This design comes from an exercise in tuning for small area on the open sky130 flow, not from production work.
Function was checked by simulation only, so behaviour that the tests miss may differ from the original.
Power is estimated from default activity; no workload was simulated.

==> design/flow/design.v <==
module pong_oled (
    input  clk,
    input  rst,
    input  btn1,
    input  btn2,
    output o_sclk,
    output o_sdin,
    output o_cs,
    output o_dc,
    output o_reset
);
reg  [5:0] step;
reg  [9:0] pc;           
wire       step_now = &step;
reg        ld;
reg  [3:0] n;
wire       in_init  = ld & ~n[3];
wire       is_load  = ld &  n[3];
wire       first    = ld &  n[3] & ~n[0];
reg        dc;
reg        sdin;
reg        pa;           
reg  [2:0] pr;           
wire [11:0] t = {pc[5:0], step};
assign o_cs    = 1'b0;
assign o_dc    = dc;
assign o_sclk  = ld | n[0];
assign o_sdin  = sdin;
assign o_reset = ~(in_init & (t > 12'd1000) & (t < 12'd2001));
reg [12:0] x;
reg [10:0] y;            
reg        xs, ys, over;
reg  [6:0] pad;
reg  [2:0] c1, c2;
wire [6:0] col  = x[12:6];
wire [5:0] row  = y[10:5];
wire [6:0] pdiff  = pc[6:0] - pad;
wire       ppix   = (&pc[9:7]) & (pdiff[6:4] == 3'b000);
wire       match  = (pc == {y[10:8], col});
wire [2:0] brow   = y[7:5];
wire [2:0] b = n[3:1];
reg  [7:0] cmd;
always @(*) begin
    case (pc[4:0])
        5'd10: cmd = 8'hAE;
        5'd11: cmd = 8'h81;
        5'd12: cmd = 8'h7F;
        5'd13: cmd = 8'hA6;
        5'd14: cmd = 8'h20;
        5'd15: cmd = 8'h00;
        5'd16: cmd = 8'hC8;
        5'd17: cmd = 8'h40;
        5'd18: cmd = 8'hA1;
        5'd19: cmd = 8'hA8;
        5'd20: cmd = 8'h3F;
        5'd21: cmd = 8'hD3;
        5'd22: cmd = 8'h00;
        5'd23: cmd = 8'hD5;
        5'd24: cmd = 8'h80;
        5'd25: cmd = 8'hD9;
        5'd26: cmd = 8'h22;
        5'd27: cmd = 8'hDB;
        5'd28: cmd = 8'h20;
        5'd29: cmd = 8'h8D;
        5'd30: cmd = 8'h14;
        5'd31: cmd = 8'hA4;
        5'd0:  cmd = 8'hAF;
        default: cmd = 8'hxx;
    endcase
end
wire bit_pix = (b == pr) ^ (pa & (&b));
wire bit_val = dc ? bit_pix : cmd[b];
always @(posedge clk) begin
    if (rst) begin
        step <= 6'd0;
        pc   <= 10'd0;
        ld   <= 1'b1;
        n    <= 4'd0;
        dc   <= 1'b1;
        sdin <= 1'b0;
    end else begin
        step <= step + 6'd1;
        if (in_init) begin
            if (t == 12'd3000) begin
                n  <= 4'd14;
                pc <= 10'd1001;
            end else if (step_now)
                pc <= pc + 10'd1;
        end else if (is_load) begin
            ld <= 1'b0;
            n  <= 4'd15;
            pc <= pc + 10'd1;
            dc <= ~first & (dc | ~pc[9]);
            pr <= match ? brow : 3'd7;
            pa <= match ? (ppix & ~&brow) : ~ppix;
        end else begin
            n <= n - 4'd1;
            if (n == 4'd0) ld <= 1'b1;
            if (n[0]) sdin <= bit_val;
        end
    end
end
always @(posedge clk) begin
    if (rst) begin
        x    <= 13'h1000;
        y    <= 11'h400;
        xs   <= 1'b1;
        ys   <= 1'b0;
        over <= 1'b0;
        pad  <= 7'd64;
        c1   <= 3'd0;
        c2   <= 3'd0;
    end else if (step_now) begin
        if (~over) begin
            x <= xs ? x + 13'd5 : x - 13'd5;
            y <= ys ? y + 11'd1 : y - 11'd1;
        end
        if (&col)
            xs <= 1'b0;
        else if (col == 7'd0)
            xs <= 1'b1;
        if (row == 6'd0)
            ys <= 1'b1;
        else if (&row) begin
            if ((col - pad) < 7'd16)
                ys <= 1'b0;
            else
                over <= 1'b1;
        end
        c1 <= c1 - (btn1 ? 3'd2 : 3'd1);
        c2 <= c2 - (btn2 ? 3'd2 : 3'd1);
        if (~btn2 && c2 == 3'd3 && pad != 7'd111)
            pad <= pad + 7'd1;
        else if (~btn1 && c1 == 3'd3 && pad != 7'd0)
            pad <= pad - 7'd1;
    end
end
endmodule
==> design/flow/run.sh <==
#!/bin/bash
# synth_recipe.tcl (not shown) runs the flow's synth.tcl, then flattens the netlist and writes it again
# the make line also repeats each setting of config.mk as NAME=value (left out here)
make -C /OpenROAD-flow-scripts/flow DESIGN_CONFIG=/design/flow/config.mk WORK_HOME=/design/flow/orfs CLKGATE_MAP_FILE= SYNTH_SCRIPT=/design/flow/synth_recipe.tcl finish
==> design/flow/config.mk <==
export PLATFORM = sky130hd
export DESIGN_NAME = pong_oled
export DESIGN_NICKNAME = pong_oled
export VERILOG_FILES = /design/flow/design.v
export SDC_FILE = /design/flow/constraint.sdc
export NUM_CORES = 4
export LEC_CHECK = 0
export CAP_MARGIN = 20
export CORE_MARGIN = 2
export CORE_UTILIZATION = 40
export SLEW_MARGIN = 20
==> design/flow/constraint.sdc <==
create_clock -name core_clock -period 10.0 [get_ports {clk}]
set_input_delay 2.0000 -clock core_clock [delete_from_list [all_inputs] [get_ports {clk}]]
set_output_delay 2.0000 -clock core_clock [all_outputs]
set_load 0.01 [all_outputs]
==> results.tsv <==
stage	metric	value	unit
setup_path	Worst path slowest cell	or4_1	
worst_hold_path	Hold Crit Class	flip-flop to flip-flop	
finish	total of fill cells in the finished design	1295	
clock_tree	CTS clk-pin slew, worst paths	0.06	ns
clock_tree	post-CTS sizing	0	
flow_run	max-cap viol count	0	
grt	vias in the first global route	4137	
drt	Final ANT Viol Nets	0	
clock_tree	number of setup buffers added after CTS	0	
power	switch share	21.6	%
timing	period utilisation layout	44.9	%
setup_path	Worst Setup End Kind	flip-flop	
grt	first-pass GRT wire length	19200	um
drt	DRT iter0 DRCs	206	
finish	# diodes	0	
die	initial core utilization	41.2	%
logic_synthesis	gate count of the mapped netlist	629	
logic_synthesis	Mapped Area	5240	um^2
power	LEAKAGE	2.15	nW
finish	utilization after layout	44.2	%
die	core area	12700	um^2
grt	largest net degree at the start of global routing	73	
power	Gate power share	4.3	%
setup_path	CP top delay family	simple AND/OR/NAND/NOR gates	
clock_tree	htree depth	3	
drt	post-detailed-route via-to-cell ratio	5.38	
setup_path	CP cell instances	clkdlybuf4s50_1 -> or4_1 -> fa_1 -> a21o_1 -> a21oi_1 -> o21bai_1 -> a21oi_1 -> xnor2_1 -> and3_1 -> o21bai_1	
finish	multi-input logic area	3400	um^2
power	Clock Power Share	47.2	%
power	Flop pwr share	48.5	%
setup_path	critical path's largest stage delay	0.72	ns
timing	Final Slew Violations	0	
die	io pins	9	
clock_tree	clk root buf	clkbuf_16	
grt	initial antenna violation count	0	
drt	vias	4253	
logic_synthesis	synth warn	1	
drt	Pre-antenna DRT Iters	4	
power	Peak VDD IR	84.1	uV
placement	I/O Buffers	7	
setup_path	Crit Path Class	input port to flip-flop	
power	cell internal pwr	0.492	mW
power	Design Power	0.628	mW
timing	clock skew	0.00748	ns
status	outcome	finished clean	
logic_synthesis	Top FF cell, synth	dfxtp_1	
timing	Finish-stage setup viols	0	
timing	Setup TNS Final	0	ns
grt	Tot GR Track Use	16.4	%
setup_path	Worst setup SP type	input port	
logic_synthesis	post-synth net total	687	
finish	# nets final	674	
clock_tree	Clock Latency Late Sink	0.33	ns
placement	DPL Wire Length	7890	um
clock_tree	TritonCTS Buffers	9	
setup_path	Arr. time, crit path	4.71	ns
placement	placed cell areas	5360	um^2
die	Die W	118	um
drt	DR DRC count	0	
drt	Routed Wire Length	11100	um
drt	WL per Instance	14.0	um
power	Switch Pwr	0.135	mW
logic_synthesis	leading area contributor after synthesis	dfxtp_1	
clock_tree	maximum root-to-sink buffer count	2	
clock_tree	Post-CTS Hold Fix Bufs	0	
logic_synthesis	top cell type's share of synthesized area	27.1	%
grt	grt total ovfl	0	
finish	Storage cell area	1540	um^2
finish	Synth-to-Final Area Change	7.38	%
timing	Slew Limit Headroom	33.6	%
logic_synthesis	post-synth cell types	70	
die	die height	118	um
timing	RSZ-0062 raised after global routing	false	
logic_synthesis	Post-synth EDFFs	4	
finish	share of layout cells above drive strength 1	6.14	%
setup_path	critical-path maximum fanout	8	
setup_path	worst path required time	10.22	ns
die	FP Rows	41	
placement	routability cong.	0.856	
timing	Worst Tran Pin Value	0.997	ns
logic_synthesis	top post-synthesis cells by count	dfxtp_1, a21oi_1, nand2_1	
logic_synthesis	top-count cell post-synth	dfxtp_1	
logic_synthesis	synth top area cells	dfxtp_1, ha_1, a21oi_1, xnor2_1, nand2_1	
power	PwrDens	112	nW/um^2
setup_path	WP buf/inv	1	
timing	Max Fclk	223	MHz
finish	post-route cell area	5630	um^2
timing	Final Hold Fails	0	
logic_synthesis	synthesized flop and latch total	75	
logic_synthesis	sequential fraction of the synthesis area	29.4	%
clock_tree	CTS tree	done	
timing	Min Clock Period, post-route	4.49	ns
logic_synthesis	share of async-settable or async-resettable flops after synthesis	0	%
clock_tree	CTS Sinks	75	
die	Die Area	14000	um^2
logic_synthesis	Syn Area/Cell	8.33	um^2
[metrics by stage]
stage,cells,worst slack (ns),hold slack [ns]
4_1_cts,791,5.52,0.458
3_3_place_gp,777,5.25,0.444
3_5_place_dp,777,5.17,0.450
5_1_grt,791,5.29,0.473
6_report,791,5.51,0.454
2_1_floorplan,629,5.83,0.430
[power groups by stage]
stage               combinational [mW]  sequential, mW  clock, mW
finish                          0.0272           0.304      0.296
global route                    0.0309           0.304      0.316
global placement                0.0262           0.311          0
floorplan                       0.0219           0.310          0
CTS                             0.0272           0.304      0.304
detailed placement              0.0269           0.311          0
[routing by layer]
metal	routed length (um)	global-route usage (%)	vias up
met5	0	0	-
met4	142	4.76	0
met3	225	2.41	14
met2	5140	27.8	38
met1	5580	21.6	1994
li1	-	-	2207
[worst paths after layout]
check	start	end	slack, ns	cells after the start
setup / recovery	btn2	pad[6]	5.51	10
hold / removal	x[5]	x[5]	0.45	2
setup reg to reg	pc[1]	cmd[0]	6.26	11
hold reg to reg	x[5]	x[5]	0.45	2
[worst min-delay path: stages (launching register included)]
cell and delay, ns:
dfxtp_1 0.31, nand2_1 0.05, a21oi_1 0.05
[flip-flops by register name (all words and copies together) (netlist names)]
signal	count
pa	1
x	13
sdin	1
c1	3
step	6
pc	10
over	1
ys	1
ld	1
pad	7
dc	1
cmd	8
xs	1
pr	3
c2	3
y	11
n	4
[placed cells by master, fill, tap and decap left out, types with 5 or more instances in the layout]
| cell type | n |
|---|---|
| o211ai_1 | 8 |
| nand3_1 | 15 |
| fa_1 | 5 |
| o21bai_1 | 6 |
| clkdlybuf4s50_1 | 6 |
| nor3_1 | 18 |
| nand3b_1 | 6 |
| a21o_1 | 15 |
| nand2_1 | 58 |
| inv_1 | 33 |
| dfxtp_1 | 71 |
| a21oi_1 | 65 |
| or2_2 | 6 |
| nand2b_1 | 9 |
| nor2_1 | 50 |
| or3_1 | 5 |
| and3_1 | 10 |
| o21ai_0 | 21 |
| nand4_1 | 7 |
| xor2_1 | 17 |
| a211oi_1 | 13 |
| ha_1 | 49 |
| clkbuf_16 | 9 |
| xnor2_1 | 33 |
[area by class of cell]
cell class,count,area share (%)
repair buffers,9,1.42
inverters,34,2.31
multi-input cells,487,60.4
flip-flops and latches,75,27.4
well taps,172,3.82
clock buffers,14,4.69
[cells by family (layout without fill, tap and decap cells)]
kind of cell,after synthesis,in the layout,share of synthesized area [%]
other,1,1,0.0715
xor gates and xnor gates,51,51,8.67
and+or+nand+nor,204,204,19.1
DFF,75,75,29.4
buffers and inverters,67,57,5.78
muxes,8,8,2.27
AOI/OAI and AO/OA,169,169,21.1
adders and majority gates,54,54,13.6

==> re-timing with driven ports <==
In the flow no input, the clock included, has a driving cell. The finished layout below was timed again as built, in two steps. Step 1, drivers: a clkbuf_16 drives clk and a buf_2 each remaining input, both assumed. Step 2 moves the port delays by t, midway between the first and last clock arrival at a register: inputs arrive t later, outputs are due t later. That takes back most of the time a late clock gives input paths. a / b / c = no drivers / after step 1 / after step 2; a / b = the first two.
shift t [ns]: 0.363
setup slack, ns: 5.509 / 5.523 / 5.160
clock arrival spread, ns: 0.008 / 0.008
slew at the worst register clock pin (ns): 0.06 / 0.06
pins driven straight from the clock port: 1
After both steps setup and hold are still met in this run. The setup slack of this run moves by +0.014 ns with the drivers and by -0.349 ns with both steps.
